Background: an optimization exercise with open tools, aiming at small area. Do not read the settings as production practice.
The RTL was checked by simulation tests, not by an equivalence proof against the original design.
Power and IR drop assume default switching activity.

**flow/flow/run.sh**
```bash
#!/bin/bash
# Own flow: the standard synthesis (unchanged), then its combinational
# logic re-mapped by ABC with an area-oriented script (the registers, their
# names and cell types are left as they are), then the standard layout
# from floorplan to finish, with buf_1 as the port buffer and a clock tree
# without dummy loads.
set -euo pipefail
W=$(pwd)
R=$W/orfs/results/$FLOW_PLATFORM/LCD_instance/base
YOSYS=$FLOW_HOME/../tools/install/yosys/bin/yosys
[[ -x $YOSYS ]] || YOSYS=yosys

bash standard.sh synth > $W/flow_1_synth.log 2>&1

cp $R/1_2_yosys.v $W/standard_1_2_yosys.v
RESYN_LIB=$FLOW_HOME/platforms/$FLOW_PLATFORM/lib/sky130_fd_sc_hd__tt_025C_1v80.lib \
RESYN_IN=$W/standard_1_2_yosys.v \
RESYN_OUT=$W/resyn_1_2_yosys.v \
RESYN_ABC=$W/flow/resyn.abc \
RESYN_TOP=$FLOW_TOP \
  $YOSYS -c $W/flow/resyn.tcl > $W/flow_2_resyn.log 2>&1
cp $W/resyn_1_2_yosys.v $R/1_2_yosys.v

# Port buffers: the standard flow's buffer_ports, with the smallest buffer.
export BUFFER_PORTS_ARGS="-buffer_cell sky130_fd_sc_hd__buf_1"
# Clock tree: the standard flow's CTS with clkbuf_8 buffers and no dummy
# loads.
export CTS_ARGS="-sink_clustering_enable -repair_clock_nets -buf_list sky130_fd_sc_hd__clkbuf_8 -dont_use_dummy_load"
bash standard.sh finish > $W/flow_3_layout.log 2>&1
```
**flow/flow/resyn.abc**
```
strash
&get -n
&deepsyn -T 90
&put
dch -f
amap
mfs2
strash
dch -f
amap
```
**flow/flow/resyn.tcl**
```tcl
# Re-map the combinational logic of the standard synthesis netlist for area.
# Registers (and their names and cell types) are kept as they are.
yosys -import
set lib $::env(RESYN_LIB)
set in  $::env(RESYN_IN)
set out $::env(RESYN_OUT)
set scr $::env(RESYN_ABC)
read_liberty -ignore_miss_func $lib
blackbox sky130_fd_sc_hd__df* sky130_fd_sc_hd__ed* sky130_fd_sc_hd__sdf* sky130_fd_sc_hd__dl* sky130_fd_sc_hd__sed*
read_verilog $in
hierarchy -top $::env(RESYN_TOP)
flatten
opt_clean -purge
read_liberty -lib -ignore_redef $lib
set du {}
foreach c {probe_p_8 probec_p_8 lpflow_bleeder_1 lpflow_clkbufkapwr_1 lpflow_clkbufkapwr_16 lpflow_clkbufkapwr_2 lpflow_clkbufkapwr_4 lpflow_clkbufkapwr_8 lpflow_clkinvkapwr_1 lpflow_clkinvkapwr_16 lpflow_clkinvkapwr_2 lpflow_clkinvkapwr_4 lpflow_clkinvkapwr_8 lpflow_inputiso0n_1 lpflow_inputiso0p_1 lpflow_inputiso1n_1 lpflow_inputiso1p_1 lpflow_isobufsrc_1 lpflow_isobufsrc_16 lpflow_isobufsrc_2 lpflow_isobufsrc_4 lpflow_isobufsrc_8 lpflow_isobufsrckapwr_16 lpflow_lsbuf_lh_hl_isowell_tap_1 lpflow_lsbuf_lh_hl_isowell_tap_2 lpflow_lsbuf_lh_hl_isowell_tap_4 lpflow_lsbuf_lh_isowell_4 lpflow_lsbuf_lh_isowell_tap_1 lpflow_lsbuf_lh_isowell_tap_2 lpflow_lsbuf_lh_isowell_tap_4} {
  lappend du -dont_use sky130_fd_sc_hd__$c
}
abc -liberty $lib {*}$du -script $scr
opt_clean -purge
splitnets
opt_clean -purge
hilomap -singleton -hicell sky130_fd_sc_hd__conb_1 HI -locell sky130_fd_sc_hd__conb_1 LO
insbuf -buf sky130_fd_sc_hd__buf_1 A X
opt_clean -purge
stat -liberty $lib
check -assert -mapped
write_verilog -noattr -nohex -nodec $out
```
**flow/standard.sh**
```bash
#!/bin/bash
# synth_recipe.tcl (not shown) runs the flow's synth.tcl, then flattens the netlist and writes it again
# the make line also repeats each setting of config.mk as NAME=value (left out here)
make -C /OpenROAD-flow-scripts/flow DESIGN_CONFIG=/design/flow/config.mk WORK_HOME=/design/flow/orfs CLKGATE_MAP_FILE= SYNTH_SCRIPT=/design/flow/synth_recipe.tcl "${@:-finish}"
```
**flow/config.mk**
```make
export PLATFORM = sky130hd
export DESIGN_NAME = LCD_instance
export DESIGN_NICKNAME = LCD_instance
export VERILOG_FILES = /design/flow/design.v
export SDC_FILE = /design/flow/constraint.sdc
export NUM_CORES = 4
export LEC_CHECK = 0
export ABC_AREA = 1
export CAP_MARGIN = 20
export CORE_MARGIN = 2
export CORE_UTILIZATION = 70
export CTS_BUF_LIST = sky130_fd_sc_hd__clkbuf_8
export SLEW_MARGIN = 20
```
**flow/constraint.sdc**
```tcl
create_clock -name core_clock -period 10.0 [get_ports {clk}]
set_input_delay 2.0000 -clock core_clock [delete_from_list [all_inputs] [get_ports {clk}]]
set_output_delay 2.0000 -clock core_clock [all_outputs]
set_load 0.01 [all_outputs]
```
**flow/design.v**
```verilog
module BlockROM16(addr, data);
  input [7:0] addr;
  wire [7:0] addr;
  output [15:0] data;
  wire [15:0] data;
  wire _000_;
  wire _001_;
  wire _002_;
  wire _003_;
  wire _004_;
  wire _005_;
  wire _006_;
  wire _007_;
  wire _008_;
  wire _009_;
  wire _010_;
  wire _011_;
  wire _012_;
  wire _013_;
  wire _014_;
  wire _015_;
  wire _016_;
  wire _017_;
  wire _018_;
  wire _019_;
  wire _020_;
  wire _021_;
  wire _022_;
  wire _023_;
  wire _024_;
  wire _025_;
  wire _026_;
  wire _027_;
  wire _028_;
  wire _029_;
  wire _030_;
  wire _031_;
  wire _032_;
  wire _033_;
  wire _034_;
  wire _035_;
  wire _036_;
  wire _037_;
  wire _038_;
  wire _039_;
  wire _040_;
  wire _041_;
  wire _042_;
  wire _043_;
  wire _044_;
  wire _045_;
  wire _046_;
  wire _047_;
  wire _048_;
  wire _049_;
  wire _050_;
  wire _051_;
  wire _052_;
  wire _053_;
  wire _054_;
  wire _055_;
  wire _056_;
  wire _057_;
  wire _058_;
  wire _059_;
  wire _060_;
  wire _061_;
  wire _062_;
  wire _063_;
  wire _064_;
  wire _065_;
  wire _066_;
  wire _067_;
  wire _068_;
  wire _069_;
  wire _070_;
  wire _071_;
  wire _072_;
  wire _073_;
  wire _074_;
  wire _075_;
  wire _076_;
  wire _077_;
  wire _078_;
  wire _079_;
  wire _080_;
  wire _081_;
  wire _082_;
  wire _083_;
  wire _084_;
  wire _085_;
  wire _086_;
  wire _087_;
  wire _088_;
  wire _089_;
  wire _090_;
  wire _091_;
  wire _092_;
  wire _093_;
  wire _094_;
  wire _095_;
  wire _096_;
  wire _097_;
  wire _098_;
  wire _099_;
  wire _100_;
  wire _101_;
  wire _102_;
  wire _103_;
  wire _104_;
  wire _105_;
  wire _106_;
  wire _107_;
  wire _108_;
  wire _109_;
  wire _110_;
  wire _111_;
  wire _112_;
  wire _113_;
  wire _114_;
  wire _115_;
  wire _116_;
  wire _117_;
  wire _118_;
  wire _119_;
  wire _120_;
  wire _121_;
  wire _122_;
  wire _123_;
  wire _124_;
  wire _125_;
  wire _126_;
  wire _127_;
  wire _128_;
  wire _129_;
  wire _130_;
  wire _131_;
  wire _132_;
  wire _133_;
  wire _134_;
  wire _135_;
  wire _136_;
  wire _137_;
  wire _138_;
  wire _139_;
  wire _140_;
  wire _141_;
  wire _142_;
  wire _143_;
  wire _144_;
  wire _145_;
  wire _146_;
  wire _147_;
  wire _148_;
  wire _149_;
  wire _150_;
  wire _151_;
  wire _152_;
  wire _153_;
  wire _154_;
  wire _155_;
  wire _156_;
  wire _157_;
  wire _158_;
  wire _159_;
  wire _160_;
  wire _161_;
  wire _162_;
  wire _163_;
  wire _164_;
  wire _165_;
  wire _166_;
  wire _167_;
  wire _168_;
  wire _169_;
  wire _170_;
  wire _171_;
  wire _172_;
  wire _173_;
  wire _174_;
  wire _175_;
  wire _176_;
  wire _177_;
  wire _178_;
  wire _179_;
  wire _180_;
  wire _181_;
  wire _182_;
  wire _183_;
  wire _184_;
  wire _185_;
  wire _186_;
  wire _187_;
  wire _188_;
  wire _189_;
  wire _190_;
  wire _191_;
  wire _192_;
  wire _193_;
  wire _194_;
  wire _195_;
  wire _196_;
  wire _197_;
  wire _198_;
  wire _199_;
  wire _200_;
  wire _201_;
  wire _202_;
  wire _203_;
  wire _204_;
  wire _205_;
  wire _206_;
  wire _207_;
  wire _208_;
  wire _209_;
  wire _210_;
  wire _211_;
  wire _212_;
  wire _213_;
  wire _214_;
  wire _215_;
  wire _216_;
  wire _217_;
  wire _218_;
  wire _219_;
  wire _220_;
  wire _221_;
  wire _222_;
  wire _223_;
  wire _224_;
  wire _225_;
  wire _226_;
  wire _227_;
  wire _228_;
  wire _229_;
  wire _230_;
  wire _231_;
  wire _232_;
  wire _233_;
  wire _234_;
  wire _235_;
  wire _236_;
  wire _237_;
  wire _238_;
  wire _239_;
  wire _240_;
  wire _241_;
  wire _242_;
  wire _243_;
  wire _244_;
  wire _245_;
  wire _246_;
  wire _247_;
  wire _248_;
  wire _249_;
  wire _250_;
  wire _251_;
  wire _252_;
  wire _253_;
  wire _254_;
  wire _255_;
  wire _256_;
  wire _257_;
  wire _258_;
  wire _259_;
  wire _260_;
  wire _261_;
  wire _262_;
  wire _263_;
  wire _264_;
  wire _265_;
  wire _266_;
  wire _267_;
  wire _268_;
  wire _269_;
  wire _270_;
  wire _271_;
  wire _272_;
  wire _273_;
  wire _274_;
  wire _275_;
  wire _276_;
  wire _277_;
  wire _278_;
  wire _279_;
  wire _280_;
  wire _281_;
  wire _282_;
  wire _283_;
  wire _284_;
  wire _285_;
  wire _286_;
  wire _287_;
  assign _088_ = ~addr[3];
  assign _099_ = ~addr[4];
  assign _109_ = ~addr[5];
  assign _120_ = ~addr[1];
  assign _131_ = ~addr[0];
  assign _141_ = ~addr[7];
  assign _151_ = ~addr[2];
  assign _162_ = addr[0] & ~(addr[1]);
  assign _172_ = _162_ | ~(addr[4]);
  assign _183_ = ~_172_;
  assign _193_ = _131_ | ~(_099_);
  assign _204_ = ~_193_;
  assign _215_ = _204_ | ~(_172_);
  assign _222_ = addr[4] | ~(addr[3]);
  assign _223_ = ~_222_;
  assign _224_ = _222_ | ~(addr[1]);
  assign _225_ = _224_ | ~(addr[0]);
  assign _226_ = _131_ & ~(_120_);
  assign _227_ = _162_ | _226_;
  assign _228_ = _099_ | ~(_088_);
  assign _229_ = ~_228_;
  assign _230_ = _227_ & ~(_228_);
  assign _231_ = _230_ | ~(_225_);
  assign _232_ = addr[2] | ~(addr[7]);
  assign _233_ = _232_ | ~(_231_);
  assign _234_ = addr[7] | ~(addr[6]);
  assign _235_ = _234_ | ~(addr[5]);
  assign _236_ = addr[2] | ~(addr[1]);
  assign _237_ = ~_236_;
  assign _238_ = _224_ | ~(_151_);
  assign _239_ = _151_ | ~(addr[0]);
  assign _240_ = _239_ | ~(addr[1]);
  assign _241_ = _099_ | ~(addr[3]);
  assign _242_ = ~(_240_ | _241_);
  assign _243_ = _238_ & ~(_242_);
  assign _244_ = ~(_235_ | _243_);
  assign data[11] = _244_ | ~(_233_);
  assign _245_ = ~(_215_ & data[11]);
  assign data[8] = ~_245_;
  assign _246_ = addr[1] | ~(addr[3]);
  assign _247_ = addr[5] | ~(addr[3]);
  assign _248_ = _151_ & ~(addr[5]);
  assign _249_ = _247_ | ~(_237_);
  assign _250_ = _249_ | ~(addr[4]);
  assign _251_ = _204_ & ~(addr[2]);
  assign _252_ = _251_ | ~(_250_);
  assign _253_ = _120_ | ~(addr[5]);
  assign _254_ = addr[1] | ~(_109_);
  assign _255_ = _131_ | ~(_254_);
  assign _256_ = _255_ | ~(_253_);
  assign _257_ = _234_ | ~(_256_);
  assign _258_ = _252_ & ~(_257_);
  assign _259_ = _258_ | ~(_245_);
  assign _260_ = ~_259_;
  assign _261_ = _260_ | ~(_246_);
  assign _262_ = _141_ & ~(addr[6]);
  assign _263_ = _151_ | ~(_109_);
  assign _264_ = ~_263_;
  assign _265_ = _264_ & ~(addr[0]);
  assign _266_ = _229_ | ~(_224_);
  assign _267_ = _265_ & ~(_266_);
  assign _268_ = addr[2] | ~(addr[0]);
  assign _269_ = addr[5] & ~(_268_);
  assign _270_ = addr[1] | ~(addr[4]);
  assign _271_ = ~_270_;
  assign _272_ = _270_ | ~(_269_);
  assign _273_ = _222_ | ~(_120_);
  assign _274_ = _151_ | ~(addr[5]);
  assign _275_ = ~_274_;
  assign _276_ = _273_ | ~(_275_);
  assign _277_ = _272_ & _276_;
  assign _278_ = _277_ & ~(_267_);
  assign _279_ = addr[4] | ~(_088_);
  assign _280_ = ~_279_;
  assign _281_ = _280_ & ~(_109_);
  assign _282_ = _120_ | ~(_281_);
  assign _283_ = _239_ | _282_;
  assign _284_ = _131_ | ~(_109_);
  assign _285_ = _225_ | ~(_109_);
  assign _286_ = _284_ | ~(_229_);
  assign _287_ = _239_ | ~(_109_);
  assign _000_ = _286_ | ~(addr[2]);
  assign _001_ = _265_ & ~(_241_);
  assign _002_ = _001_ | ~(_000_);
  assign _003_ = _285_ & ~(_002_);
  assign _004_ = addr[1] & ~(addr[4]);
  assign _005_ = addr[2] | ~(_131_);
  assign _006_ = ~_005_;
  assign _007_ = _005_ | ~(_004_);
  assign _008_ = ~_007_;
  assign _009_ = _249_ | ~(_131_);
  assign _010_ = _009_ & ~(_008_);
  assign _011_ = addr[1] | ~(_088_);
  assign _012_ = ~_011_;
  assign _013_ = _011_ | ~(_269_);
  assign _014_ = ~(_283_ & _013_);
  assign _015_ = _014_ | ~(_010_);
  assign _016_ = _015_ | ~(_278_);
  assign _017_ = _003_ & ~(_016_);
  assign _018_ = _262_ & ~(_017_);
  assign data[7] = _018_ | ~(_261_);
  assign _019_ = _279_ | ~(_226_);
  assign _020_ = _019_ | ~(_109_);
  assign _021_ = _247_ | ~(addr[2]);
  assign _022_ = ~_021_;
  assign _023_ = _263_ | ~(addr[1]);
  assign _024_ = _023_ | ~(_223_);
  assign _025_ = _020_ & _024_;
  assign _026_ = _241_ | ~(_254_);
  assign _027_ = _026_ | ~(_006_);
  assign _028_ = _023_ | ~(_280_);
  assign _029_ = _027_ & _028_;
  assign _030_ = addr[0] & ~(_276_);
  assign _031_ = _279_ | ~(addr[2]);
  assign _032_ = _031_ | ~(_131_);
  assign _033_ = ~(_013_ & _032_);
  assign _034_ = _025_ & ~(_030_);
  assign _035_ = _033_ | ~(_029_);
  assign _036_ = _035_ | ~(_034_);
  assign _037_ = _003_ & ~(_036_);
  assign _038_ = _262_ & ~(_037_);
  assign data[6] = _038_ | ~(_260_);
  assign _039_ = _273_ | ~(_151_);
  assign _040_ = _039_ & ~(_259_);
  assign _041_ = addr[5] & ~(_040_);
  assign _042_ = _234_ | _041_;
  assign _043_ = _009_ & ~(_042_);
  assign _044_ = _032_ | ~(_120_);
  assign _045_ = _039_ | ~(_131_);
  assign _046_ = _234_ | ~(_045_);
  assign _047_ = _044_ & ~(_046_);
  assign _048_ = _047_ | ~(_264_);
  assign _049_ = _237_ | ~(_231_);
  assign _050_ = _109_ & ~(_049_);
  assign _051_ = _047_ & ~(_050_);
  assign _052_ = _048_ & ~(_051_);
  assign _053_ = _052_ | ~(_043_);
  assign _054_ = ~_053_;
  assign _055_ = _004_ | ~(_270_);
  assign _056_ = ~_055_;
  assign _057_ = _055_ | ~(_131_);
  assign _058_ = _021_ | ~(_057_);
  assign _059_ = _273_ & ~(_058_);
  assign _060_ = _059_ | ~(_054_);
  assign _061_ = _266_ & ~(_005_);
  assign _062_ = addr[7] & ~(_061_);
  assign _063_ = _239_ & ~(_006_);
  assign _064_ = _063_ | ~(_012_);
  assign _065_ = _099_ & ~(_064_);
  assign _066_ = _065_ | ~(_062_);
  assign _067_ = _060_ & _066_;
  assign _068_ = data[7] | _067_;
  assign _069_ = _239_ & _031_;
  assign _070_ = _069_ | ~(_120_);
  assign _071_ = _011_ & ~(_193_);
  assign _072_ = _070_ & ~(_071_);
  assign _073_ = _072_ | ~(_274_);
  assign _074_ = _287_ | ~(_228_);
  assign _075_ = _228_ | ~(_120_);
  assign _076_ = _075_ | ~(_248_);
  assign _077_ = _183_ & ~(_076_);
  assign _078_ = _077_ | ~(_024_);
  assign _079_ = _078_ | ~(_074_);
  assign _080_ = ~(_073_ & _079_);
  assign _081_ = _033_ | ~(_281_);
  assign _082_ = _008_ & ~(_109_);
  assign _083_ = _262_ & ~(_082_);
  assign _084_ = _012_ & ~(addr[5]);
  assign _085_ = _012_ & ~(_287_);
  assign _086_ = _085_ | ~(_081_);
  assign _087_ = _086_ | ~(_083_);
  assign _089_ = _080_ & ~(_087_);
  assign _090_ = _285_ & ~(_229_);
  assign _091_ = ~(_268_ | _090_);
  assign _092_ = _131_ & ~(_109_);
  assign _093_ = _274_ | ~(_131_);
  assign _094_ = _271_ & ~(_093_);
  assign _095_ = _023_ & ~(_094_);
  assign _096_ = _095_ | ~(_088_);
  assign _097_ = _225_ | ~(_275_);
  assign _098_ = _091_ | ~(_277_);
  assign _100_ = _098_ | ~(_096_);
  assign _101_ = _100_ | ~(_089_);
  assign _102_ = _097_ & ~(_101_);
  assign data[5] = _068_ & ~(_102_);
  assign _103_ = _268_ | ~(addr[3]);
  assign _104_ = _237_ & ~(_193_);
  assign _105_ = _224_ & ~(_104_);
  assign _106_ = _105_ | ~(_103_);
  assign _107_ = _103_ | ~(_056_);
  assign _108_ = addr[2] & ~(_215_);
  assign _110_ = _108_ | ~(_106_);
  assign _111_ = _110_ | ~(_107_);
  assign _112_ = addr[7] & ~(addr[1]);
  assign _113_ = _241_ | ~(_120_);
  assign _114_ = _113_ | ~(_092_);
  assign _115_ = _183_ & ~(_284_);
  assign _116_ = _114_ & ~(_115_);
  assign _117_ = _116_ | ~(_151_);
  assign _118_ = _204_ & ~(addr[1]);
  assign _119_ = addr[0] & ~(_273_);
  assign _121_ = _119_ | ~(_117_);
  assign _122_ = _121_ | ~(_089_);
  assign _123_ = _122_ | ~(_282_);
  assign _124_ = addr[0] & ~(_039_);
  assign _125_ = _124_ | ~(_062_);
  assign _126_ = _125_ | ~(_044_);
  assign _127_ = addr[7] & ~(_120_);
  assign _128_ = _127_ | ~(_235_);
  assign _129_ = _128_ | ~(_111_);
  assign _130_ = _111_ | _112_;
  assign _132_ = _042_ & ~(_130_);
  assign _133_ = _129_ & ~(_132_);
  assign _134_ = _133_ | ~(_123_);
  assign data[4] = _126_ & ~(_134_);
  assign _135_ = _120_ & ~(_215_);
  assign _136_ = _022_ & ~(_135_);
  assign _137_ = _136_ | ~(_054_);
  assign _138_ = _103_ | ~(_254_);
  assign _139_ = _012_ & ~(_274_);
  assign _140_ = _240_ & _253_;
  assign _142_ = _140_ | ~(_229_);
  assign _143_ = _138_ & ~(_139_);
  assign _144_ = _094_ | ~(_262_);
  assign _145_ = _144_ | ~(_142_);
  assign _146_ = _145_ | ~(_143_);
  assign _147_ = _025_ & ~(_146_);
  assign _148_ = _147_ | ~(_137_);
  assign _149_ = _076_ & _148_;
  assign data[3] = _066_ & ~(_149_);
  assign _150_ = _078_ | ~(_043_);
  assign _152_ = _073_ & ~(_150_);
  assign _153_ = _007_ & ~(_269_);
  assign _154_ = _280_ & ~(_153_);
  assign _155_ = _230_ & ~(_253_);
  assign _156_ = _083_ & ~(_154_);
  assign _157_ = _155_ | ~(_097_);
  assign _158_ = _156_ & ~(_157_);
  assign _159_ = _057_ | ~(_022_);
  assign _160_ = _240_ & ~(_286_);
  assign _161_ = _159_ & ~(_160_);
  assign _163_ = ~(_028_ & _114_);
  assign _164_ = _163_ | ~(_019_);
  assign _165_ = _164_ | ~(_161_);
  assign _166_ = _165_ | ~(_158_);
  assign _167_ = _152_ | ~(_126_);
  assign data[2] = _166_ & ~(_167_);
  assign _168_ = _260_ & ~(addr[4]);
  assign _169_ = _168_ | ~(_053_);
  assign _170_ = _079_ | ~(_047_);
  assign _171_ = _170_ | ~(_169_);
  assign _173_ = _236_ & ~(_118_);
  assign _174_ = _173_ | ~(addr[5]);
  assign _175_ = _075_ | ~(_264_);
  assign _176_ = ~(_246_ | _093_);
  assign _177_ = _176_ | ~(_107_);
  assign _178_ = _177_ | ~(_174_);
  assign _179_ = _178_ | ~(_158_);
  assign _180_ = _179_ | ~(_175_);
  assign _181_ = _000_ & ~(_180_);
  assign _182_ = _181_ | ~(_171_);
  assign _184_ = _248_ & ~(_273_);
  assign _185_ = _184_ | ~(_024_);
  assign _186_ = _185_ | ~(_182_);
  assign _187_ = _055_ & ~(_141_);
  assign _188_ = _187_ | ~(_066_);
  assign data[1] = _186_ & ~(_188_);
  assign _189_ = _113_ | _148_;
  assign _190_ = _011_ | ~(_006_);
  assign _191_ = _282_ & _285_;
  assign _192_ = _191_ | ~(addr[2]);
  assign _194_ = _267_ | ~(_262_);
  assign _195_ = _194_ | ~(_192_);
  assign _196_ = _019_ & ~(_195_);
  assign _197_ = _196_ | ~(_190_);
  assign _198_ = _071_ | ~(addr[0]);
  assign _199_ = _198_ | ~(_252_);
  assign _200_ = _287_ | ~(_271_);
  assign _201_ = _253_ | ~(addr[4]);
  assign _202_ = _223_ & ~(addr[5]);
  assign _203_ = _202_ | ~(_075_);
  assign _205_ = _201_ & ~(_203_);
  assign _206_ = _006_ & ~(_205_);
  assign _207_ = _206_ | ~(_199_);
  assign _208_ = _207_ | ~(_197_);
  assign _209_ = _208_ | ~(_200_);
  assign _210_ = _209_ | ~(_189_);
  assign _211_ = _056_ | ~(_265_);
  assign _212_ = _223_ & ~(_287_);
  assign _213_ = _211_ & ~(_212_);
  assign _214_ = ~(_084_ | _104_);
  assign _216_ = ~(_250_ & _214_);
  assign _217_ = _216_ | ~(_213_);
  assign _218_ = _217_ | ~(_283_);
  assign _219_ = _218_ | ~(_245_);
  assign _220_ = _047_ & ~(_219_);
  assign _221_ = _188_ | _220_;
  assign data[0] = _210_ & ~(_221_);
  assign { data[15:12], data[10:9] } = { data[11], data[11], data[11], data[11], data[8], data[8] };
endmodule
module BlockROM1(addr, data);
  input [7:0] addr;
  wire [7:0] addr;
  output [0:0] data;
  wire [0:0] data;
  wire _00_;
  wire _01_;
  wire _02_;
  wire _03_;
  wire _04_;
  wire _05_;
  wire _06_;
  wire _07_;
  wire _08_;
  wire _09_;
  wire _10_;
  wire _11_;
  wire _12_;
  wire _13_;
  wire _14_;
  wire _15_;
  wire _16_;
  wire _17_;
  wire _18_;
  wire _19_;
  wire _20_;
  wire _21_;
  wire _22_;
  wire _23_;
  wire _24_;
  wire _25_;
  wire _26_;
  wire _27_;
  wire _28_;
  wire _29_;
  wire _30_;
  wire _31_;
  wire _32_;
  wire _33_;
  wire _34_;
  wire _35_;
  wire _36_;
  wire _37_;
  wire _38_;
  wire _39_;
  wire _40_;
  wire _41_;
  wire _42_;
  wire _43_;
  wire _44_;
  wire _45_;
  wire _46_;
  wire _47_;
  assign _00_ = ~addr[2];
  assign _01_ = ~addr[3];
  assign _02_ = ~addr[4];
  assign _03_ = ~addr[5];
  assign _04_ = _01_ | ~(addr[1]);
  assign _05_ = addr[0] | ~(addr[2]);
  assign _06_ = addr[0] & ~(_01_);
  assign _07_ = _06_ | ~(_05_);
  assign _08_ = ~_07_;
  assign _09_ = _04_ | ~(_08_);
  assign _10_ = _01_ & ~(addr[0]);
  assign _11_ = _10_ | ~(_00_);
  assign _12_ = _11_ | ~(_09_);
  assign _13_ = _06_ | _10_;
  assign _14_ = _13_ | ~(addr[4]);
  assign _15_ = _14_ | ~(_12_);
  assign _16_ = _07_ & ~(addr[1]);
  assign _17_ = _16_ | ~(_13_);
  assign _18_ = _02_ & ~(_17_);
  assign _19_ = _15_ & ~(_18_);
  assign _20_ = _19_ | ~(addr[1]);
  assign _21_ = _01_ | ~(addr[2]);
  assign _22_ = _08_ | ~(_21_);
  assign _23_ = addr[5] & ~(addr[4]);
  assign _24_ = addr[1] | _23_;
  assign _25_ = _22_ | ~(_24_);
  assign _26_ = _03_ | ~(addr[1]);
  assign _27_ = _21_ | ~(addr[4]);
  assign _28_ = _26_ & ~(_27_);
  assign _29_ = _25_ & ~(_28_);
  assign _30_ = _29_ | ~(addr[6]);
  assign _31_ = _30_ | ~(_20_);
  assign _32_ = addr[6] | ~(_03_);
  assign _33_ = addr[0] | ~(_09_);
  assign _34_ = addr[6] | ~(_02_);
  assign _35_ = _00_ & ~(_24_);
  assign _36_ = _34_ & ~(_35_);
  assign _37_ = _36_ | ~(_33_);
  assign _38_ = _22_ & ~(_37_);
  assign _39_ = _38_ | ~(_32_);
  assign _40_ = _39_ | ~(_31_);
  assign _41_ = _19_ & ~(_32_);
  assign _42_ = addr[7] | _41_;
  assign _43_ = _42_ | ~(_40_);
  assign _44_ = _05_ & ~(addr[1]);
  assign _45_ = _04_ & ~(_44_);
  assign _46_ = _45_ | ~(addr[7]);
  assign _47_ = _12_ & ~(_46_);
  assign data = _43_ & ~(_47_);
endmodule
module LCD_instance(
    input                 clk,
    input                 rstn,
    input       [3:0]     col,
    output      [3:0]     row,
    output                LCD_CS,
    output                LCD_RST,
    output                LCD_RS,
    output                LCD_WR,
    output                LCD_RD,
    output       [15:0]   LCD_DATA,
    output                LCD_BLK
);
assign LCD_RST = rstn;
assign LCD_RD  = 1'b1;
assign LCD_BLK = 1'b1;
reg [11:0] scnt;             
reg        sclk;             
wire       scan_end = (scnt == 12'd1316);           
wire [11:0] scnt_step = {scnt[10:0], ~(scnt[11] ^ scnt[10])};
always @(posedge clk) begin
    if (!rstn) begin
        scnt <= 12'd0;
        sclk <= 1'b0;
    end else if (scan_end) begin
        scnt <= 12'd0;
        sclk <= ~sclk;
    end else begin
        scnt <= scnt_step;
    end
end
reg [1:0] ridx;              
always @(posedge clk or negedge rstn) begin
    if (!rstn)                 ridx <= 2'd0;
    else if (scan_end & ~sclk) ridx <= ridx + 1'b1;
end
assign row = ~(4'b0001 << ridx);
wire sample = scan_end & sclk & (ridx == 2'd0);
wire kphase = (scnt == 12'd1048) & sclk & (ridx == 2'd2);   
reg [5:0] kc0, kc1;
always @(posedge clk or negedge rstn) begin
    if (!rstn) begin
        kc0 <= 6'd0;
        kc1 <= 6'd0;
    end else if (sample) begin
        kc0 <= col[0] ? 6'd0 : (kc0 == 6'd59) ? kc0 : {kc0[4:0], ~(kc0[5] ^ kc0[0])};
        kc1 <= col[1] ? 6'd0 : (kc1 == 6'd59) ? kc1 : {kc1[4:0], ~(kc1[5] ^ kc1[0])};
    end
end
wire kp0 = kphase & (kc0 == 6'd61);
wire kp1 = kphase & (kc1 == 6'd61);
reg         Initial_finish;
reg         crst;            
reg  [7:0]  L;               
reg  [10:0] H;               
reg         rep;             
wire [10:0] H_step = {H[9:0], ~(H[10] ^ H[1])};
wire        H_300  = (H == 11'd952);     
wire        H_400  = (H == 11'd1553);    
wire        H_1999 = (H == 11'd1152);    
wire       kill    = Initial_finish & ~crst;
wire [7:0] addr_nc = (~Initial_finish & rep) ? 8'd106 : L;
wire [7:0] addr    = kill ? 8'h7F : addr_nc;
wire color_finish = (addr == 8'h8C);     
wire clear_finish = (addr == 8'h9C);     
reg       wact;
reg [1:0] wph;
wire      addr_en = wact & (wph == 2'd3);
wire      write_en;
wire      w_en    = Initial_finish ? write_en : kp0;
wire      w_stop  = Initial_finish & (color_finish | clear_finish);
wire      if_set  = ~Initial_finish & ~rep & (L == 8'd107);
always @(posedge clk or negedge rstn) begin
    if (!rstn) begin
        wact <= 1'b0;
        wph  <= 2'd0;
    end else if (if_set) begin
        wact <= 1'b0;
        wph  <= 2'd0;
    end else if (wact) begin
        wph <= wph + 1'b1;
        if ((wph == 2'd3) & w_stop) wact <= 1'b0;
    end else if (w_en) begin
        wact <= 1'b1;
    end
end
assign LCD_CS = ~wact;
assign LCD_WR = ~(wact & (wph == 2'd1));
always @(posedge clk or negedge rstn) begin
    if (!rstn)       Initial_finish <= 1'b0;
    else if (if_set) Initial_finish <= 1'b1;
end
localparam S_IDLE = 3'd0;
localparam S_CWE  = 3'd2;
localparam S_CW   = 3'd3;
localparam S_DLY  = 3'd4;
localparam S_CCE  = 3'd5;
localparam S_CC   = 3'd6;
localparam S_AC   = 3'd1;
reg [2:0] cst, nst;
wire delay_finish = H_1999;
always @(*) begin
    case (cst)
        S_IDLE: nst = (kp1 & Initial_finish) ? S_CWE : S_IDLE;
        S_AC:   nst = S_CWE;
        S_CWE:  nst = S_CW;
        S_CW:   nst = color_finish ? S_DLY : S_CW;
        S_DLY:  nst = delay_finish ? S_CCE : S_DLY;
        S_CCE:  nst = S_CC;
        S_CC:   nst = clear_finish ? S_AC : S_CC;
        default: nst = S_IDLE;
    endcase
end
always @(posedge clk or negedge rstn) begin
    if (!rstn) cst <= S_IDLE;
    else       cst <= nst;
end
always @(negedge clk or negedge rstn) begin
    if (!rstn) crst <= 1'b0;
    else       crst <= (cst[2] | cst[1]) & ~(cst == 3'd7);    
end
assign write_en = ((cst == S_IDLE) & kp1 & Initial_finish) | (cst == S_AC) | ((cst == S_DLY) & delay_finish);    
wire L_inc  = addr_en;
wire [7:0] L_p1 = L + 1'b1;
wire rep_c = (L == 8'h8B) | (L == 8'h9B);     
wire [7:0] L_nx = (L[3:0] == 4'd12) ? {L[7:4] + 4'd1, 4'd0} : L_p1;
always @(posedge clk or negedge rstn) begin
    if (!rstn) begin
        L   <= 8'd0;
        H   <= 11'd0;
        rep <= 1'b0;
    end else if (Initial_finish) begin
        if (!crst) begin
            L <= 8'h7F;
            H <= 11'd0;
        end else begin
            if (cst == S_DLY)
                H <= H_step;
            else if (rep_c)
                H <= addr_en ? (H_400 ? 11'd0 : H_step) : H;
            else
                H <= 11'd0;
            if (addr_en) begin
                if (rep_c & ~H_400) L <= L;
                else if (L == 8'h9C) L <= 8'h7F;
                else L <= L_nx;
            end
        end
    end else if (addr_en) begin
        L <= L_p1;
        if (L == 8'd255) H <= H_step;
        if (L == 8'd105) rep <= ~H_300;
    end
end
reg [3:0] ci, ri;
always @(posedge clk or negedge rstn) begin
    if (!rstn) begin
        ci <= 4'd0;
        ri <= 4'd0;
    end else if ((cst == S_CC) & clear_finish) begin    
        if (ci == 4'd11) begin
            ci <= 4'd0;
            ri <= ri + 1'b1;
        end else begin
            ci <= ci + 1'b1;
        end
    end
end
wire [3:0] slot    = addr_nc[3:0];
wire       par_row = (slot >= 4'd6) & (slot <= 4'd9);
wire       par_end = (slot == 4'd4) | (slot == 4'd8) | (slot == 4'd9);
wire [3:0] par_idx = par_row ? ri : ci;
wire [8:0] par_val = {1'b0, par_idx, 4'b0} + {3'b0, par_idx, 2'b0} + (par_end ? 9'd19 : 9'd0);
reg [7:0] addr_q;
always @(posedge clk) addr_q <= addr;
wire [15:0] B_DATA;
BlockROM16 BlockROM_Data(.addr(addr_q), .data(B_DATA));
BlockROM1  BlockROM_Flag(.addr(addr_q), .data(LCD_RS));
reg [15:0] win;
always @(*) begin
    case (slot)
        4'd0:       win = 16'h002A;
        4'd1, 4'd3: win = 16'h0000;
        4'd2, 4'd4,
        4'd7, 4'd9: win = {8'b0, par_val[7:0]};
        4'd5:       win = 16'h002B;
        4'd6, 4'd8: win = {15'b0, par_val[8]};
        4'd10:      win = 16'h002C;
        default:    win = addr_nc[4] ? 16'hF800 : 16'hFFE0;
    endcase
end
wire [15:0] data_nc = addr_nc[7] ? win : B_DATA;
assign LCD_DATA = kill ? B_DATA : data_nc;
endmodule
```
==> results.yml, run 1 <==
place:
  dp_hpwl_mm: 9.16
  portBuffers: 27
  place.gp.congestion: 1.31
  place_area_sq_um: 4480
clocking:
  cts_made_buffers: 9
  clk_latency_ps: 340
  cts-root-buf: "clkbuf_8"
  cts_resized: 0
  cts_setup_buffers: 0
  htree_levels: 3
  cts_sinks: 71
  cts_tree: "done"
  postCtsHoldBufs: 0
  ctsLongestPathBuffers: 2
  clkTransAtPathRegs_ps: 80
sta:
  slew-limit-headroom_pct: 59.0
  slew_violations: 0
  finalHoldViolCount: 0
  rsz0062_at_grt: "no"
  skew_ps: 25.8
  setup_viol: 0
  setup_tns_ps: 0
  tightest_slew_ps: 600
global_route:
  grt_max_degree: 52
  grt_util_all_layers_pct: 36.1
  grt_pass1_vias: 4340
  grt_first_pass_wirelength_mm: 20.5
  antenna_found_initial: 0
  overflow: 0
routing:
  vias: 4755
  wl_per_cell_um: 16.9
  drc: 0
  final_antenna_net_count: 0
  post_drt_via_cell_ratio: 6.61
  drtIter0Drc: 935
  drt_wl_total_mm: 12.2
  dr.pass1.iters: 12
finish:
  final_nets: 652
  area_growth_pct: 5.80
  antennaDiodeCount: 0
  drive_gt1_share_pct: 1.86
  finalInstanceArea_sq_um: 4610
critical_path:
  slowest_stage: "dfrtn_1"
  cpMostUsedCell: "nor2_1"
  worstSetupPathType: "flop to output pin"
  cp_slowest_stage_delay_ps: 360
  cp_num_buf_inv: 3
  r2r_start: "crst"
  worst-path-max-fanout: 10
  critPathArrivalTime_ps: 7520
  path_cells: "nor2_1, nor2_1, buf_4, nand2_1, clkinv_1, nor2_1, o21ai_0, o32ai_1, buf_1"
  worstSetupStartpointType: "flop"
  worstSetupEndpointType: "output pin"
  cpLargestDelayFamily: "simple AND/OR/NAND/NOR gates"
  required_ps: 8000
  cp-startpoint: "crst"
floorplanning:
  die_area_sq_um: 6870
  die_y_um: 82.9
  start_util_pct: 73.1
  ioPinCount: 32
  core_sq_um: 5960
  rows: 28
  die_x_um: 82.9
job:
  drv_cap: 0
power:
  cellLeakagePower_nw: 1.73
  p_per_area_nw_per_um2: 102
  peakVddDrop_uv: 117
run_status:
  outcome: "no timing/DRC/antenna violations"
yosys:
  syn-mean-instance-area_sq_um: 6.93
  syn_area_sq_um: 4350
  syn_inst: 628
  yosysWarnings: 1
worst_hold_path:
  hp-start: "scnt[7]"
  hold_class: "flop to flop"
through the flow:
step                      cells  total power, mW  hold WS [ps]  setup WS [ps]  util (%)
final                       719            0.469           430            477      77.4
after global routing        719            0.482           446            315      77.4
after CTS                   719            0.470           429            537      77.4
after detailed placement    710            0.305           415            894      75.3
after global placement      710            0.304           409            972      75.3
after floorplan             629            0.298           403           1260         -
layer usage:
metal / GRT usage (%) / up-vias / wire [um]
met3: 10.1 / 106 / 1290
li1: - / 2204 / -
met2: 55.1 / 337 / 5350
met1: 48.5 / 2108 / 4860
met4: 15.2 / 0 / 686
met5: 0 / - / 0
sequential cells by signal (all words and copies together), names as in the netlist, 2 cells and up:
| signal | flops |
|---|---|
| kc0 | 6 |
| scnt | 12 |
| kc1 | 6 |
| addr_q | 8 |
| ri | 4 |
| ridx | 2 |
| ci | 4 |
| L | 8 |
| H | 11 |
| cst | 3 |
| wph | 2 |
layout by cell type, fill, tap and decap left out, drive strengths merged, types with 13 or more instances in the layout:
cell    count
dfrtp      49
a21oi      24
clkinv    105
o21ai      42
o22ai      29
nor2      129
buf        28
nand2      53
nand3      13
dfxtp      21
nor3       34
path summary, 6_finish.rpt:
check | end | slack (ps) | depth (start not counted)
worst max-delay path | LCD_DATA[0] | 480 | 9
worst min-delay path | scnt[8] | 430 | 2
worst max register to register | ri[3] | 1960 | 14
worst min register to register | scnt[8] | 430 | 2
max in group asynchronous | crst | 3420 | 1
min in group asynchronous | kc1[4] | 1920 | 2
tightest hold or removal path: stages, from the launching register on:
cell	delay, ps
dfxtp_1	310
clkinv_1	50
nor2_1	40
where the power goes:
part           switching [mW]  total [mW]  leakage, nW  internal, mW
clock network          0.0896       0.170       0.0647        0.0801
logic                 0.00787      0.0101        0.843       0.00220
registers            0.000986       0.289        0.818         0.288
layout make-up:
| class | instances | area, sq um |
|---|---|---|
| multi-input cells | 430 | 2210 |
| flip-flops and latches | 71 | 1670 |
| fillers | 451 | 1350 |
| inverters | 105 | 394 |
| clock buffers | 9 | 124 |
| repair buffers | 29 | 118 |
| well taps | 75 | 93.8 |
==> run 2: changes to the inputs <==
--- a/flow/design.v
+++ b/flow/design.v
@@ -736,11 +736,2 @@
 reg [5:0] kc0, kc1;
-always @(posedge clk or negedge rstn) begin
-    if (!rstn) begin
-        kc0 <= 6'd0;
-        kc1 <= 6'd0;
-    end else if (sample) begin
-        kc0 <= col[0] ? 6'd0 : (kc0 == 6'd59) ? kc0 : {kc0[4:0], ~(kc0[5] ^ kc0[0])};
-        kc1 <= col[1] ? 6'd0 : (kc1 == 6'd59) ? kc1 : {kc1[4:0], ~(kc1[5] ^ kc1[0])};
-    end
-end
 wire kp0 = kphase & (kc0 == 6'd61);
@@ -751,3 +742,2 @@
 reg  [10:0] H;               
-reg         rep;             
 wire [10:0] H_step = {H[9:0], ~(H[10] ^ H[1])};
@@ -756,2 +746,4 @@
 wire        H_1999 = (H == 11'd1152);    
+wire        L_ge106 = (L >= 8'd106);
+wire        rep = (H == 11'd0) ? L_ge106 : (H_300 ? ~L_ge106 : 1'b1);
 wire       kill    = Initial_finish & ~crst;
@@ -788,14 +780,16 @@
 end
-localparam S_IDLE = 3'd0;
-localparam S_CWE  = 3'd2;
-localparam S_CW   = 3'd3;
-localparam S_DLY  = 3'd4;
-localparam S_CCE  = 3'd5;
-localparam S_CC   = 3'd6;
-localparam S_AC   = 3'd1;
-reg [2:0] cst, nst;
-wire delay_finish = H_1999;
+localparam S_CWE  = 3'd0;
+localparam S_CW   = 3'd1;
+localparam S_DLY  = 3'd2;
+localparam S_CCE  = 3'd3;
+localparam S_CC   = 3'd4;
+localparam S_AC   = 3'd5;
+reg        blk;
+wire [2:0] cst = kc0[5:3];
+wire       blk_start = ~blk & kp1 & Initial_finish;
+wire       in_dly = blk & (cst == S_DLY);
+wire       delay_finish = H_1999;
+reg  [2:0] nst;
 always @(*) begin
     case (cst)
-        S_IDLE: nst = (kp1 & Initial_finish) ? S_CWE : S_IDLE;
         S_AC:   nst = S_CWE;
@@ -806,3 +800,3 @@
         S_CC:   nst = clear_finish ? S_AC : S_CC;
-        default: nst = S_IDLE;
+        default: nst = S_CWE;
     endcase
@@ -810,4 +804,4 @@
 always @(posedge clk or negedge rstn) begin
-    if (!rstn) cst <= S_IDLE;
-    else       cst <= nst;
+    if (!rstn)          blk <= 1'b0;
+    else if (blk_start) blk <= 1'b1;
 end
@@ -815,5 +809,5 @@
     if (!rstn) crst <= 1'b0;
-    else       crst <= (cst[2] | cst[1]) & ~(cst == 3'd7);    
+    else       crst <= blk & (cst != S_AC);    
 end
-assign write_en = ((cst == S_IDLE) & kp1 & Initial_finish) | (cst == S_AC) | ((cst == S_DLY) & delay_finish);    
+assign write_en = blk_start | (blk & (cst == S_AC)) | (in_dly & delay_finish);
 wire L_inc  = addr_en;
@@ -826,3 +820,2 @@
         H   <= 11'd0;
-        rep <= 1'b0;
     end else if (Initial_finish) begin
@@ -832,3 +825,3 @@
         end else begin
-            if (cst == S_DLY)
+            if (in_dly)
                 H <= H_step;
@@ -847,17 +840,27 @@
         if (L == 8'd255) H <= H_step;
-        if (L == 8'd105) rep <= ~H_300;
     end
 end
-reg [3:0] ci, ri;
+wire [3:0] ci = kc1[3:0];
+wire [3:0] ri = {kc1[5:4], kc0[1:0]};
+wire [3:0] ri_p1 = ri + 1'b1;
 always @(posedge clk or negedge rstn) begin
     if (!rstn) begin
-        ci <= 4'd0;
-        ri <= 4'd0;
-    end else if ((cst == S_CC) & clear_finish) begin    
-        if (ci == 4'd11) begin
-            ci <= 4'd0;
-            ri <= ri + 1'b1;
-        end else begin
-            ci <= ci + 1'b1;
+        kc0 <= 6'd0;
+        kc1 <= 6'd0;
+    end else if (blk) begin
+        kc0[5:3] <= nst;
+        if ((cst == S_CC) & clear_finish) begin    
+            if (ci == 4'd11) begin
+                kc1 <= {ri_p1[3:2], 4'd0};
+                kc0[1:0] <= ri_p1[1:0];
+            end else begin
+                kc1[3:0] <= ci + 1'b1;
+            end
         end
+    end else if (blk_start) begin
+        kc0 <= {S_CWE, 3'd0};
+        kc1 <= 6'd0;
+    end else if (sample) begin
+        kc0 <= col[0] ? 6'd0 : (kc0 == 6'd59) ? kc0 : {kc0[4:0], ~(kc0[5] ^ kc0[0])};
+        kc1 <= col[1] ? 6'd0 : (kc1 == 6'd59) ? kc1 : {kc1[4:0], ~(kc1[5] ^ kc1[0])};
     end
--- a/flow/config.mk
+++ b/flow/config.mk
@@ -10,3 +10,3 @@
 export CORE_MARGIN = 2
-export CORE_UTILIZATION = 70
+export CORE_UTILIZATION = 65
 export CTS_BUF_LIST = sky130_fd_sc_hd__clkbuf_8
==> run 2 against run 1 <==
Effect of this change: still clean; cell count is 4.6% lower; first-iteration DRC count is 19% lower; final area is 7.0% lower; via count is 0.36% lower; setup slack worse by 43 ps; combinational power is 18% lower; sequential share of layout area is 3.7 points lower; critical endpoint is now LCD_DATA[1]; largest power group unchanged.
==> results.yml, run 2 <==
run_status:
  outcome: "no timing/DRC/antenna violations"
place:
  place_area_sq_um: 4150
  pre_cts_ws_ps: 888
  portBuffers: 27
  dp_hpwl_mm: 9.90
  place.gp.congestion: 1.12
sta:
  setup_tns_ps: 0
  slew-limit-headroom_pct: 49.8
  setup_viol: 0
  whs_ps: 427
  skew_ps: 28.4
  finalHoldViolCount: 0
  tightest_slew_ps: 751
  slew_violations: 0
  finalWorstSetupSlack_ps: 434
  rsz0062_at_grt: "no"
yosys:
  syn_inst: 596
  syn-mean-instance-area_sq_um: 6.76
  yosysWarnings: 1
  syn_area_sq_um: 4030
finish:
  area_growth_pct: 6.27
  layout_common_cells: "nor2_1 (120), clkinv_1 (97), o21ai_0 (52)"
  reg_top3: "scnt: 12 flops, H: 11 flops"
  largest_reg_flops: 12
  regMostFlops: "scnt"
  antennaDiodeCount: 0
  final_common_cell: "nor2_1"
  finalInstanceArea_sq_um: 4280
  final_core_util_pct: 71.9
  final_nets: 619
  drive_gt1_share_pct: 1.96
power:
  power_frac_comb_pct: 2.0
  switchingPower_mw: 0.0902
  clkPwrFrac_pct: 39.4
  p_seq_share_pct: 58.6
  peakVddDrop_uv: 104
  p_per_area_nw_per_um2: 96.7
  cellLeakagePower_nw: 1.59
  p_int_mw: 0.324
  swShare_pct: 21.8
global_route:
  grt_pass1_vias: 4258
  use_met3_pct: 14.7
  grt_util_met1_pct: 50.1
  grt_first_pass_wirelength_mm: 20.2
  grt_max_degree: 42
  grt_util_all_layers_pct: 39.3
  overflow: 0
  grtUsageMet2_pct: 58.2
  grt.busiest_layer: "met2"
  antenna_found_initial: 0
floorplanning:
  die_y_um: 82.8
  core_sq_um: 5960
  die_area_sq_um: 6850
  rows: 28
  start_util_pct: 67.7
  ioPinCount: 32
  die_x_um: 82.8
clocking:
  htree_levels: 3
  cts_setup_buffers: 0
  cts_made_buffers: 9
  clk_latency_ps: 340
  clkTransAtPathRegs_ps: 50
  postCtsHoldBufs: 0
  cts-root-buf: "clkbuf_8"
  cts_resized: 0
  cts_sinks: 60
  cts_tree: "done"
  ctsLongestPathBuffers: 2
routing:
  final_antenna_net_count: 0
  vias: 4738
  post_drt_via_cell_ratio: 6.91
  wl_per_cell_um: 19.1
  drc: 0
  dr.pass1.iters: 6
  drtIter0Drc: 758
  drt_wl_total_mm: 13.1
critical_path:
  cp_slowest_stage_delay_ps: 460
  worstSetupPathType: "flop to output pin"
  required_ps: 8000
  worstSetupStartpointType: "flop"
  worstSetupEndpointType: "output pin"
  r2r_slack_ps: 2010
  critPathArrivalTime_ps: 7570
  slowest_stage: "nor2_1"
  worst-path-max-fanout: 8
  path_cells: "nor2_1, clkinv_1, o21ai_0, nor2_1, clkinv_1, or2_0, o21ai_0, buf_1"
job:
  drv_cap: 0
worst_hold_path:
  hold_class: "flop to flop"
==> run 2: changes by cell type in the layout (fill, tap and decap cells not counted), sizes merged, moves of 5 or more <==
cell / previous run / this run
a21oi: 24 / 19
clkinv: 105 / 97
dfrtp: 49 / 38
nand2: 53 / 48
nor2: 129 / 120
nor3: 34 / 25
o211ai: 8 / 3
o21ai: 42 / 52
o22ai: 29 / 24
or3: 2 / 7
==> run 2: final cells by class <==
cell class / count / area, sq um
sequential: 60 / 1400
multi-input combinational: 417 / 2200
fill: 476 / 1670
tap: 75 / 93.8
timing repair buffer: 28 / 110
inverter: 97 / 364
clock buffer: 9 / 124
==> run 2: power by group through the flow <==
stage / Combinational [mW] / Sequential (mW) / Clock, mW
after global routing: 0.00976 / 0.243 / 0.171
after global placement: 0.00775 / 0.247 / 0
after floorplan: 0.00335 / 0.247 / 0
final: 0.00827 / 0.243 / 0.163
after CTS: 0.00833 / 0.243 / 0.161
after detailed placement: 0.00830 / 0.248 / 0
==> run 2: worst max-delay path: cells and delay by family, from the launching register on <==
family	cells	cell delay (ps)
simple gates	3	860
compound gates	2	310
flops	1	410
buf+inv	3	660
==> run 2: worst paths after layout <==
| check | from | endpoint | depth (start not counted) |
|---|---|---|---|
| worst max-delay path | crst | LCD_DATA[1] | 8 |
| worst min-delay path | scnt[7] | scnt[8] | 2 |
| worst max register to register | crst | kc1[5] | 13 |
| worst min register to register | scnt[7] | scnt[8] | 2 |
| max in group asynchronous | rstn | crst | 1 |
| min in group asynchronous | rstn | H[5] | 2 |
==> run 2: through the flow <==
| step | total power [mW] | cells |
|---|---|---|
| floorplan | 0.251 | 597 |
| global placement | 0.255 | 677 |
| detailed placement | 0.256 | 677 |
| CTS | 0.412 | 686 |
| global route | 0.423 | 686 |
| finish | 0.414 | 686 |
==> run 2: metal layers <==
layer,up-vias,part of all wire (%)
met1,2110,38
met4,0,5.1
met3,95,14
met5,-,0
met2,415,42
li1,2118,-
==> run 3: changes to the inputs <==
--- a/flow/design.v
+++ b/flow/design.v
@@ -780,8 +780,8 @@
 end
-localparam S_CWE  = 3'd0;
-localparam S_CW   = 3'd1;
-localparam S_DLY  = 3'd2;
-localparam S_CCE  = 3'd3;
-localparam S_CC   = 3'd4;
-localparam S_AC   = 3'd5;
+localparam S_CWE  = 3'd7;
+localparam S_CW   = 3'd6;
+localparam S_DLY  = 3'd4;
+localparam S_CCE  = 3'd5;
+localparam S_CC   = 3'd1;
+localparam S_AC   = 3'd0;
 reg        blk;
==> run 3 against run 2 <==
Effect of this change: critical path depth is 2 lower; final area is 1.6% higher; highest routed layer unchanged; combinational power is 13% higher; first-iteration DRC count is 2.9% higher; clock power hardly changed; core utilization is 0.73 points higher.
==> results.yml, run 3 <==
finish:
  multi_input_area_sq_um: 2260
  area_growth_pct: 6.36
  antennaDiodeCount: 0
  final.fill_count: 494
  drive_gt1_share_pct: 2.05
  final_nets: 641
  final_core_util_pct: 72.7
  reg_top3: "scnt: 12 flops, H: 11 flops"
  ff_latch_area_sq_um: 1400
  largest_reg_flops: 12
  regMostFlops: "scnt"
  layout_common_cells: "nor2_1 (131), clkinv_1 (94), nand2_1 (52)"
  final_common_cell: "nor2_1"
power:
  p_int_mw: 0.325
  switchingPower_mw: 0.0903
  p_seq_share_pct: 58.7
  swShare_pct: 21.8
  power_frac_comb_pct: 2.3
  p_per_area_nw_per_um2: 95.4
  clkPwrFrac_pct: 39.0
  cellLeakagePower_nw: 1.65
  design_power_total_mw: 0.415
  peakVddDrop_uv: 110
sta:
  whs_ps: 436
  finalWorstSetupSlack_ps: 532
  skew_ps: 27.3
  slew-limit-headroom_pct: 34.3
  finalHoldViolCount: 0
  rsz0062_at_grt: "no"
  tightest_slew_ps: 986
  setup_viol: 0
  setup_tns_ps: 0
  slew_violations: 0
floorplanning:
  die_x_um: 83.4
  start_util_pct: 68.3
  die_y_um: 83.4
  rows: 28
  die_area_sq_um: 6950
  core_sq_um: 5990
  ioPinCount: 32
routing:
  drc: 0
  vias: 4814
  drtIter0Drc: 780
  wl_met1_mm: 5.21
  wl_per_cell_um: 17.8
  post_drt_via_cell_ratio: 6.80
  final_antenna_net_count: 0
  drt_wl_total_mm: 12.6
  route.met2.wl_mm: 5.21
  dr.pass1.iters: 19
  top_layer_used: "met4"
  met3_length_mm: 1.72
place:
  portBuffers: 27
  place.gp.congestion: 1.15
  pre_cts_ws_ps: 943
  dp_hpwl_mm: 9.39
yosys:
  syn-mean-instance-area_sq_um: 6.64
  yosysWarnings: 1
  syn_area_sq_um: 4090
  syn_inst: 616
clocking:
  cts_tree: "done"
  cts-root-buf: "clkbuf_8"
  ctsLongestPathBuffers: 2
  cts_made_buffers: 9
  clkTransAtPathRegs_ps: 80
  clk_latency_ps: 340
  postCtsHoldBufs: 0
  cts_resized: 0
  htree_levels: 3
  cts_sinks: 60
  cts_setup_buffers: 0
job:
  drv_cap: 0
critical_path:
  critPathArrivalTime_ps: 7470
  worstSetupPathType: "flop to output pin"
  worst-path-max-fanout: 9
  required_ps: 8000
  worstSetupStartpointType: "flop"
  worstSetupEndpointType: "output pin"
global_route:
  grt_pass1_vias: 4325
  grt_first_pass_wirelength_mm: 20.6
  grt_util_all_layers_pct: 36.7
  grt_max_degree: 43
  overflow: 0
  antenna_found_initial: 0
run_status:
  outcome: "no timing/DRC/antenna violations"
worst_hold_path:
  hold_class: "flop to flop"
==> run 3: power groups by stage <==
stage | Combinational, mW | Clock [mW] | Sequential (mW)
floorplan | 0.00440 | 0 | 0.248
global placement | 0.00896 | 0 | 0.248
detailed placement | 0.00945 | 0 | 0.248
CTS | 0.00951 | 0.162 | 0.244
global route | 0.0109 | 0.172 | 0.244
finish | 0.00936 | 0.162 | 0.244
==> run 3: worst max-delay path, cell delays in order, from the launching register on <==
cell      delay, ps
dfrtn_1         400
nor2_1          100
or2_0           270
nor2_1          470
clkinv_1        340
o22ai_1         360
buf_1           190
==> run 3: final timing paths <==
check | start | endpoint | slack [ps] | cells after the start
max | crst | LCD_DATA[11] | 530 | 6
min | scnt[10] | scnt[11] | 440 | 2
max reg2reg | crst | kc1[4] | 1600 | 10
min reg2reg | scnt[10] | scnt[11] | 440 | 2
max in group asynchronous | rstn | crst | 2950 | 2
min in group asynchronous | rstn | H[5] | 1750 | 2
==> run 3: area by class of cell <==
class,instances,share of cell area [%]
Multi-Input combinational cell,440,51.9
Sequential cell,60,32.1
Inverter,94,8.11
Timing Repair Buffer,30,2.87
Clock buffer,9,2.85
Tap cell,75,2.16
==> run 3: stage by stage <==
step	cells	instance area [sq um]
6_report	708	4350
3_5_place_dp	699	4230
4_1_cts	708	4350
5_1_grt	708	4350
3_3_place_gp	699	4230
2_1_floorplan	617	4100
==> run 3: routing by layer <==
metal | vias to the layer above | global-route usage, %
li1 | 2178 | -
met1 | 2185 | 51.7
met2 | 383 | 51.7
met3 | 68 | 11.2
met4 | 0 | 16.5
met5 | - | 0
==> run 4: changes to the inputs <==
--- a/flow/flow/run.sh
+++ b/flow/flow/run.sh
@@ -15,9 +15,26 @@
 cp $R/1_2_yosys.v $W/standard_1_2_yosys.v
-RESYN_LIB=$FLOW_HOME/platforms/$FLOW_PLATFORM/lib/sky130_fd_sc_hd__tt_025C_1v80.lib \
-RESYN_IN=$W/standard_1_2_yosys.v \
-RESYN_OUT=$W/resyn_1_2_yosys.v \
-RESYN_ABC=$W/flow/resyn.abc \
-RESYN_TOP=$FLOW_TOP \
-  $YOSYS -c $W/flow/resyn.tcl > $W/flow_2_resyn.log 2>&1
-cp $W/resyn_1_2_yosys.v $R/1_2_yosys.v
+# Four re-mappings with different random seeds of ABC's &deepsyn, run in
+# parallel; the one with the least cell area is kept.
+for k in 1 2 3 4; do
+  sed "s/SEED/$k/" $W/flow/resyn.abc > $W/resyn_$k.abc
+  RESYN_LIB=$FLOW_HOME/platforms/$FLOW_PLATFORM/lib/sky130_fd_sc_hd__tt_025C_1v80.lib \
+  RESYN_IN=$W/standard_1_2_yosys.v \
+  RESYN_OUT=$W/resyn_$k.v \
+  RESYN_ABC=$W/resyn_$k.abc \
+  RESYN_TOP=$FLOW_TOP \
+    $YOSYS -c $W/flow/resyn.tcl > $W/flow_2_resyn_$k.log 2>&1 &
+done
+wait
+best=
+best_area=
+for k in 1 2 3 4; do
+  a=$(grep "Chip area for module" $W/flow_2_resyn_$k.log | tail -1 | awk '{print $NF}' || true)
+  [[ -n "$a" && -s $W/resyn_$k.v ]] || continue
+  if [[ -z "$best" ]] || awk -v a="$a" -v b="$best_area" 'BEGIN { exit !(a < b) }'; then
+    best=$k; best_area=$a
+  fi
+done
+[[ -n "$best" ]]
+echo "re-mapping $best kept: $best_area um2" > $W/flow_2_resyn_choice.log
+cp $W/resyn_$best.v $R/1_2_yosys.v
 
==> flow/flow/resyn.abc (replaced) <==
strash
&get -n
&deepsyn -T 90 -S SEED
&put
dch -f
amap
mfs2
strash
dch -f
amap
==> run 4 against run 3 <==
Effect of this change: still clean; final area shrank 2.0%; clock-buffer cell count is the same; combinational power increased by about 40%; power rose by 1.0%; synthesized area decreased by 1.9%; routed wire length down 0.87%; via count fell by 3.0%; clock skew increased by 5.4 ps; cell count down 4.0%; setup slack better by 460 ps; first-iteration DRC count is 6.5% lower; synthesized cell count shrank 4.4%; largest power group unchanged.
==> results.yml, run 4 <==
run_status:
  outcome: "no timing/DRC/antenna violations"
clocking:
  ctsLongestPathBuffers: 2
  clk_latency_ps: 340
  cts_tree: "done"
  clkTransAtPathRegs_ps: 60
  postCtsHoldBufs: 0
  cts_made_buffers: 9
  cts-root-buf: "clkbuf_8"
  htree_levels: 3
  cts_resized: 0
  cts_sinks: 60
  cts_setup_buffers: 0
sta:
  finalWorstSetupSlack_ps: 994
  rsz0062_at_grt: "no"
  finalHoldViolCount: 0
  tightest_slew_ps: 822
  skew_ps: 32.6
  setup_viol: 0
  slew_violations: 0
  slew-limit-headroom_pct: 44.7
  setup_tns_ps: 0
power:
  p_per_area_nw_per_um2: 98.3
  design_power_total_mw: 0.419
  peakVddDrop_uv: 113
  cellLeakagePower_nw: 1.61
global_route:
  grt_pass1_vias: 4183
  grtUsageMet2_pct: 54.6
  grt.busiest_layer: "met2"
  grt_util_all_layers_pct: 38.3
  grt_first_pass_wirelength_mm: 19.7
  overflow: 0
  grt_max_degree: 43
  antenna_found_initial: 0
  use_met3_pct: 15.1
  grt_util_met1_pct: 51.0
routing:
  dr.pass1.iters: 8
  final_antenna_net_count: 0
  vias: 4671
  post_drt_via_cell_ratio: 6.87
  drt_wl_total_mm: 12.5
  drtIter0Drc: 729
  drc: 0
  wl_per_cell_um: 18.4
critical_path:
  r2r_start: "crst"
  required_ps: 8000
  critPathArrivalTime_ps: 7010
  r2r_cells: 9
  r2r_end: "kc1[3]"
  worst-path-max-fanout: 11
  worstSetupEndpointType: "output pin"
  r2r_slack_ps: 2090
  worstSetupPathType: "flop to output pin"
  worstSetupStartpointType: "flop"
finish:
  multi_input_area_sq_um: 2170
  final_nets: 613
  largest_reg_flops: 12
  antennaDiodeCount: 0
  layout_common_cells: "nor2_1 (104), clkinv_1 (98), nand2_1 (49)"
  regMostFlops: "scnt"
  reg_top3: "scnt: 12 flops, H: 11 flops"
  area_growth_pct: 6.30
  final_core_util_pct: 71.6
  final.fill_count: 478
  final_common_cell: "nor2_1"
  ff_latch_area_sq_um: 1400
  drive_gt1_share_pct: 1.98
floorplanning:
  die_y_um: 82.6
  ioPinCount: 32
  die_area_sq_um: 6820
  start_util_pct: 67.4
  die_x_um: 82.6
  core_sq_um: 5960
  rows: 28
yosys:
  syn_inst: 589
  syn_area_sq_um: 4010
  yosysWarnings: 1
  syn-mean-instance-area_sq_um: 6.81
worst_hold_path:
  hold_class: "flop to flop"
  whs_path_depth: 2
  min_to: "scnt[10]"
  hp-start: "scnt[9]"
place:
  dp_hpwl_mm: 9.18
  portBuffers: 27
  pre_cts_ws_ps: 1360
  place.gp.congestion: 1.15
job:
  drv_cap: 0
-- run 4: cell type report --
| class | count | share of cell area, % |
|---|---|---|
| tap | 75 | 2.20 |
| timing repair buffer | 29 | 2.76 |
| multi-input combinational | 409 | 50.8 |
| sequential | 60 | 32.7 |
| inverter | 98 | 8.62 |
| clock buffer | 9 | 2.90 |
-- run 4: routing by layer --
| metal | part of all wire [%] | vias up |
|---|---|---|
| met2 | 41 | 405 |
| met3 | 15 | 87 |
| met5 | 0 | - |
| met4 | 4.6 | 0 |
| met1 | 39 | 2063 |
| li1 | - | 2116 |
-- run 4: report_power, final --
group | total (mW) | leakage (nW) | internal [mW] | switching, mW
registers | 0.246 | 0.686 | 0.244 | 0.00195
logic | 0.0131 | 0.855 | 0.00344 | 0.00969
clock network | 0.161 | 0.0647 | 0.0797 | 0.0809
-- run 4: worst max path at each step --
stage                     start          end  slack [ps]  cells past startpoint
after global routing       crst  LCD_DATA[5]         880                      8
after CTS                  crst  LCD_DATA[4]        1020                      7
final                      crst  LCD_DATA[2]         990                      8
after global placement     crst  LCD_DATA[4]        1440                      7
after detailed placement   crst  LCD_DATA[4]        1360                      7
after floorplan            crst  LCD_DATA[2]        1040                      7
-- run 4: stage by stage --
step | instance area [sq um] | hold WS, ps | instances
after floorplan | 4020 | 403 | 590
after global placement | 4140 | 419 | 671
after detailed placement | 4140 | 417 | 671
after CTS | 4270 | 433 | 680
after global routing | 4270 | 456 | 680
final | 4270 | 433 | 680
-- run 4: critical path, stage by stage (launching register included) --
cell	delay, ps
dfrtn_1	380
nor2_1	80
nor3_1	210
buf_4	220
clkinv_1	180
o21ai_0	160
clkinv_1	110
a32o_1	240
buf_1	130
==> run 5: changes to the inputs <==
--- a/flow/config.mk
+++ b/flow/config.mk
@@ -10,3 +10,3 @@
 export CORE_MARGIN = 2
-export CORE_UTILIZATION = 65
+export CORE_UTILIZATION = 55
 export CTS_BUF_LIST = sky130_fd_sc_hd__clkbuf_8
==> run 5 against run 4 <==
Effect of this change: synthesized cell count stayed put; synthesized area stayed put; sequential share of layout area shrank 0.29 points; core utilization decreased by 12 points; flip-flop and latch count did not move; final area grew 0.88%; critical endpoint unchanged.
==> results.yml, run 5 <==
critical_path:
  critPathArrivalTime_ps: 7080
  cp_slowest_stage_delay_ps: 380
  r2r_slack_ps: 2070
  worstSetupEndpointType: "output pin"
  r2r_end: "kc1[3]"
  cp_num_buf_inv: 4
  worstSetupPathType: "flop to output pin"
  cp_num_cells: 8
  path_cells: "nor2_1, nor3_1, buf_4, clkinv_1, o21ai_0, clkinv_1, a32o_1, buf_1"
  worst-path-max-fanout: 11
  worstSetupEndpoint: "LCD_DATA[2]"
  required_ps: 8000
  worstSetupStartpointType: "flop"
  r2r_cells: 9
  slowest_stage: "dfrtn_1"
  cpLargestDelayFamily: "buffers and inverters"
  r2r_start: "crst"
  cp-startpoint: "crst"
  cpMostUsedCell: "clkinv_1"
run_status:
  outcome: "no timing/DRC/antenna violations"
finish:
  final_nets: 614
  ff_latch_area_sq_um: 1400
  regMostFlops: "scnt"
  reg_top3: "scnt: 12 flops, H: 11 flops"
  largest_reg_flops: 12
  layout_common_cells: "nor2_1 (104), clkinv_1 (98), nand2_1 (49)"
  finalInstanceArea_sq_um: 4300
  drive_gt1_share_pct: 2.15
  area_growth_pct: 7.23
  final.fill_count: 687
  antennaDiodeCount: 0
  final_common_cell: "nor2_1"
  multi_input_area_sq_um: 2170
power:
  peakVddDrop_uv: 93.3
  design_power_total_mw: 0.419
  cellLeakagePower_nw: 1.61
  p_per_area_nw_per_um2: 97.5
sta:
  finalHoldViolCount: 0
  slew_violations: 0
  setup_viol: 0
  finalWorstSetupSlack_ps: 924
  skew_ps: 26.4
  rsz0062_at_grt: "no"
  slew-limit-headroom_pct: 43.6
  whs_ps: 438
  setup_tns_ps: 0
  tightest_slew_ps: 825
place:
  portBuffers: 27
  place.gp.congestion: 1.05
  place_area_sq_um: 4180
  pre_cts_ws_ps: 1290
  dp_hpwl_mm: 9.74
yosys:
  syn_inst: 589
  syn_area_sq_um: 4010
  syn-mean-instance-area_sq_um: 6.81
  yosysWarnings: 1
routing:
  dr.pass1.iters: 6
  wl_per_cell_um: 18.0
  drt_wl_total_mm: 12.7
  vias: 4569
  drtIter0Drc: 546
  drc: 0
  post_drt_via_cell_ratio: 6.48
  final_antenna_net_count: 0
global_route:
  grt_pass1_vias: 3941
  grt_first_pass_wirelength_mm: 19.7
  grtUsageMet2_pct: 46.2
  overflow: 0
  grt_util_met1_pct: 47.5
  grt_max_degree: 43
  antenna_found_initial: 0
  grt_util_all_layers_pct: 32.2
  use_met3_pct: 8.03
  grt.busiest_layer: "met1"
floorplanning:
  die_y_um: 89.4
  ioPinCount: 32
  rows: 31
  core_sq_um: 7180
  die_x_um: 89.4
  die_area_sq_um: 8000
  start_util_pct: 55.9
clocking:
  cts_made_buffers: 9
  htree_levels: 3
  cts-root-buf: "clkbuf_8"
  clk_latency_ps: 340
  clkTransAtPathRegs_ps: 80
  cts_tree: "done"
  cts_setup_buffers: 0
  cts_resized: 0
  postCtsHoldBufs: 0
  ctsLongestPathBuffers: 2
  cts_sinks: 60
job:
  drv_cap: 0
worst_hold_path:
  hold_class: "flop to flop"
run 5: power by group:
part	internal [mW]	total, mW	leakage (nW)	switching, mW
registers	0.244	0.245	0.686	0.00171
logic	0.00344	0.0132	0.859	0.00979
clock network	0.0798	0.161	0.0647	0.0810
total	0.327	0.419	1.61	0.0925
run 5: worst min path at each step:
stage | from | end | slack (ps) | depth (start not counted)
floorplan | scnt[9] | scnt[10] | 400 | 2
global placement | scnt[6] | scnt[7] | 420 | 2
detailed placement | scnt[9] | scnt[10] | 420 | 2
CTS | scnt[8] | scnt[9] | 440 | 2
global route | scnt[2] | scnt[3] | 460 | 2
finish | scnt[8] | scnt[9] | 440 | 2
run 5: layout make-up:
class,count,share of cell area [%]
inverters,98,8.55
flip-flops and latches,60,32.4
multi-input cells,409,50.3
well taps,99,2.88
clock buffers,9,2.88
repair buffers,30,2.91
run 5: layer usage:
metal  vias to the layer above  share of wire, %
li1                       2121                 -
met1                      2094                43
met2                       307                42
met3                        47                12
met4                         0               3.1
met5                         -                 0
run 5: worst min-delay path: cells and delay by family, from the launching register on:
kind,cells,cell delay [ps]
buf+inv,1,60
flops,1,300
simple gates,1,40
run 5: per-stage QoR:
step                cells  utilization [%]
floorplan             590                -
global placement      696             58.3
detailed placement    696             58.3
CTS                   705             60.0
global route          705             60.0
finish                705             60.0
